Source: an optimization exercise on an open RTL-to-GDS flow (aim: small area). Production flows keep margins and buffers that such runs may drop. The RTL was checked by simulation tests, not by an equivalence proof against the original design. Power is estimated from default activity; no workload was simulated.

== run a ==
## Top
module Top(
    input clk,
    input rst,
    input [4:0] adr_x,
    input [4:0] adr_y,
    input [2:0] opcode,
    input [0:0] vali,
    output reg [0:0] valo,
    output [3:0] red,
    output [3:0] green,
    output [3:0] blue,
    output reg Hsync,
    output reg Vsync,
    output reg written
    );
export LEC_CHECK = 0
export CAP_MARGIN = 20
export CORE_MARGIN = 2
export CORE_UTILIZATION = 50
export CTS_BUF_LIST = sky130_fd_sc_hd__clkbuf_8
export CTS_CLUSTER_DIAMETER = 60
export CTS_CLUSTER_SIZE = 16
export PLACE_DENSITY_LB_ADDON = 0.2
export SLEW_MARGIN = 20
export SYNTH_HIERARCHICAL = 1
export SYNTH_MINIMUM_KEEP_SIZE = 0
create_clock -name core_clock -period 10.0 [get_ports {clk}]
standard.sh (not shown) runs the stock make flow with config.mk's settings and CLKGATE_MAP_FILE= SYNTH_SCRIPT=/design/flow/synth_recipe.tcl, a recipe that flattens the netlist after the stock synthesis.
==> flow/flow/run.sh <==
#!/bin/bash
set -euo pipefail
cd "$(dirname "$0")/.."
R=orfs/results/${FLOW_PLATFORM:-sky130hd}/Top/base
LIB=$FLOW_HOME/platforms/sky130hd/lib/sky130_fd_sc_hd__tt_025C_1v80.lib
bash standard.sh synth > synth.log 2>&1
python3 flow/downsize.py $R/1_2_yosys.v $LIB > downsize.log 2>&1
rm -f $R/1_synth.odb
bash standard.sh > layout.log 2>&1
Other scripts of this flow, unchanged in this note and not shown: flow/flow/downsize.py
Run a ended with every stage complete and zero timing, DRC or antenna violations.
diff inputs: run a => run b
- clearing CTS_BUF_LIST, which used to be sky130_fd_sc_hd__clkbuf_8
- clearing CTS_CLUSTER_DIAMETER, which used to be 60
- clearing CTS_CLUSTER_SIZE, which used to be 16
- swapping 50 for 65 in CORE_UTILIZATION
--- a/flow/flow/run.sh
+++ b/flow/flow/run.sh
@@ -9 +9,2 @@
-bash standard.sh > layout.log 2>&1
+CTS='-sink_clustering_enable -repair_clock_nets -dont_use_dummy_load -sink_clustering_size 12 -sink_clustering_max_diameter 50 -buf_list {sky130_fd_sc_hd__clkbuf_4 sky130_fd_sc_hd__clkbuf_8}'
+bash standard.sh "CTS_ARGS=$CTS" finish > layout.log 2>&1
Results
Every run in the comparison, run b and run a, completed the flow with a clean layout.
[run b] detailed-routed wire length on met3 rose 20% relative to run a
Register fraction of the total cell area | run b above run a
Taking run a as the reference, in run b final critical-path required period went up 0.45 ns, growth of design area from synthesis to finish lost 2.2 points, worst-path maximum fanout now larger, power share of the combinational group now sits higher.
Looking at met2 usage, run b sits 12 points above run a.
Compared run b vs run a, and setup slack on the worst flop-to-flop path is down in run b.
On portion of total power attributed to the clock network: run b sits below run a.

========
Setup of v38:
Another version of the RTL of Top (not shown whole).
Size: about 32 I/O pins, about 100000 sq um of cells after synthesis.
==> flow/config.mk <==
export PLATFORM = sky130hd
export DESIGN_NAME = Top
export DESIGN_NICKNAME = Top
export VERILOG_FILES = /design/flow/design.v
export SDC_FILE = /design/flow/constraint.sdc
export NUM_CORES = 8
export LEC_CHECK = 0
export CAP_MARGIN = 20
export CORE_MARGIN = 2
export CORE_UTILIZATION = 72
export PLACE_DENSITY_LB_ADDON = 0.2
export SLEW_MARGIN = 20
export SYNTH_HIERARCHICAL = 1
export SYNTH_MINIMUM_KEEP_SIZE = 0
==> flow/constraint.sdc <==
create_clock -name core_clock -period 10.0 [get_ports {clk}]
set_input_delay 2.0000 -clock core_clock [delete_from_list [all_inputs] [get_ports {clk}]]
set_output_delay 2.0000 -clock core_clock [all_outputs]
set_load 0.01 [all_outputs]
==> flow/flow/run.sh <==
#!/bin/bash
set -euo pipefail
cd "$(dirname "$0")/.."
R=orfs/results/${FLOW_PLATFORM:-sky130hd}/Top/base
LIB=$FLOW_HOME/platforms/sky130hd/lib/sky130_fd_sc_hd__tt_025C_1v80.lib
bash standard.sh synth > synth.log 2>&1
python3 flow/downsize.py $R/1_2_yosys.v $LIB > downsize.log 2>&1
rm -f $R/1_synth.odb
CTS='-sink_clustering_enable -repair_clock_nets -dont_use_dummy_load -sink_clustering_size 12 -sink_clustering_max_diameter 50 -buf_list {sky130_fd_sc_hd__clkbuf_4 sky130_fd_sc_hd__clkbuf_8}'
bash standard.sh "CTS_ARGS=$CTS" finish > layout.log 2>&1
Other scripts of this flow, unchanged in this note and not shown: flow/flow/downsize.py
Looking at the reports, v38 completed the entire flow and the layout it produced met the timing, DRC and antenna checks.
Changes in v17 relative to v38:
Settings: SLEW_MARGIN changed from 20 to 5; CAP_MARGIN changed from 20 to 5; CORE_UTILIZATION changed from 72 to 65.
Findings:
- v17 vs v38, cell area went up by 360 sq um.
- v17 vs v38: clock period minus worst slack up
- Diff v38 -> v17 | worst hold slack | decrease of 0.020 ns
- Finished, but not clean: v17, with max-slew violations.
- The flow did not stop early for v38: all stages ran, and the layout cleared the timing, DRC and antenna checks.
- The worst setup path endpoint comes out sn[18][14] in one run and sn[29][17] in the other, namely in v17 and v38 respectively.
- Vias: v17 below v38
- Relative contribution of the clock network to total power | v17 above v38
- Count of placed standard cells in the final layout, fillers left out (lower): v38
- Relative to v38, post-detailed-route wirelength per cell has decreased by 0.53 microns in v17.
- Final-layout clock buffer total is higher on v17
- Diff v17 and v38: final critical-path setup slack higher in v38
The inputs of v30 differ from those of v17 as listed below.
Settings: changing SLEW_MARGIN from 5 to 20; changing CAP_MARGIN from 5 to 20; changing CORE_UTILIZATION from 65 to 78.
### Flow results
Taking v17 as the reference, in v30 core area down 17%; clock network power share dropped 0.6 points; area of the die dropped 17%; number of signal-net buffers in the layout picked up an extra 8; total number of nets in the final design did not really move.
Looking at the reports, v30 completed the entire flow and the layout it produced met the timing, DRC and antenna checks.
Overall global routing resource usage (lower): v17
Logic depth of the worst setup path including buffers came out higher on v30 than on v17.
Comparing v30 with v17, the flip-flop and latch share of the layout cell area came out essentially unchanged.
The standard cells in v30 occupy less silicon area than those in v17 do.
Input changes introduced in v23 (baseline for comparison: v30):
Settings: changing SLEW_MARGIN from 20 to 5; setting GPL_TIMING_DRIVEN to 0 for the first time; changing CAP_MARGIN from 20 to 5; changing CORE_UTILIZATION from 78 to 65.
Notes after the runs:
- The worst hold slack in v23 sits 0.015 ns below the value recorded for v30.
- Delta (v23 minus v30): final hold violation count held steady, count of clock-buffer cells in the layout went up by 5, non-clock buffer count saw a decrease, clock group share of total power went up by 0.5 points.
- [compare] base=v30 new=v23: combinational group power -about 7%, number of DRC violations after detailed-routing iteration 0 -6910, fmax -10 MHz, worst setup slack -0.69 ns, overall power consumption -4.8%.
- Every stage of v23 finished as expected; the final checks, on the other hand, flagged max-slew violations, which means the layout fails.
- v30: flow completed, timing, DRC and antenna clean
- v23 -> v30: setup skew after layout flat
The inputs of v5 differ from those of v23 as listed below.
Settings: changing SLEW_MARGIN from 5 to 20; removing GPL_TIMING_DRIVEN (formerly 0); changing CORE_UTILIZATION from 65 to 75; changing CAP_MARGIN from 5 to 20.
--- outcome ---
In summary, v5 completed successfully, with a layout that passed the timing, DRC and antenna checks. Delta (v5 minus v23): total of plain and repair buffers excluding clock buffers has increased; weighted congestion reported at the end of routability-driven placement has remained practically unchanged. Looking at power, v5 sits about 3% above v23. v5 vs. v23: core utilization now sits higher; biggest cell delay along the critical path now sits lower. Worst endpoint data arrival time ended up 0.73 ns lower on v5 than on v23. Run comparison: v23 cell at the slowest stage of the critical path sky130_fd_sc_hd__a22oi_1; v5 cell at the slowest stage of the critical path sky130_fd_sc_hd__or3_1. Post-layout worst setup margin (lower): v23. Fmax: v5 above v23. On wire length of the first global-routing pass: between v5 and v23, it ends up higher for v5. In v5 relative to v23, met1 layer wirelength in the final routing had gone down by a few percent.

-- what the ideal ports hide --
In the flow no input, the clock included, has a driving cell. The finished layouts below were timed again as built, in two steps.
Step 1: set_driving_cell puts a clkbuf_16 on clk and a buf_2 on each other input, an assumption about the parent block.
Step 2, shift: input delay + t, output delay - t, t = (earliest + latest rising clock arrival at the registers) / 2. This alone moves slack from input paths to output paths.
Three values: ideal, step 1, step 2; two values: the first two.
run	shift t [ns]	setup slack, ns	worst data-port slew with drivers (ns)
run a	1.077	2.487 / 2.542 / 1.465	0.16
run b	1.058	2.040 / 2.093 / 1.035	0.11
v38	1.027	2.333 / 2.389 / 1.362	0.04
v17	1.089	2.052 / 2.117 / 1.028	0.06
v30	1.056	2.135 / 2.188 / 1.132	0.21
v23	1.066	1.448 / 1.504 / 0.439	0.12
v5	1.062	2.139 / 2.203 / 1.141	0.19
For v17, which loses most, drivers alone change the setup slack by +0.065 ns; drivers and shift together by -1.024 ns.
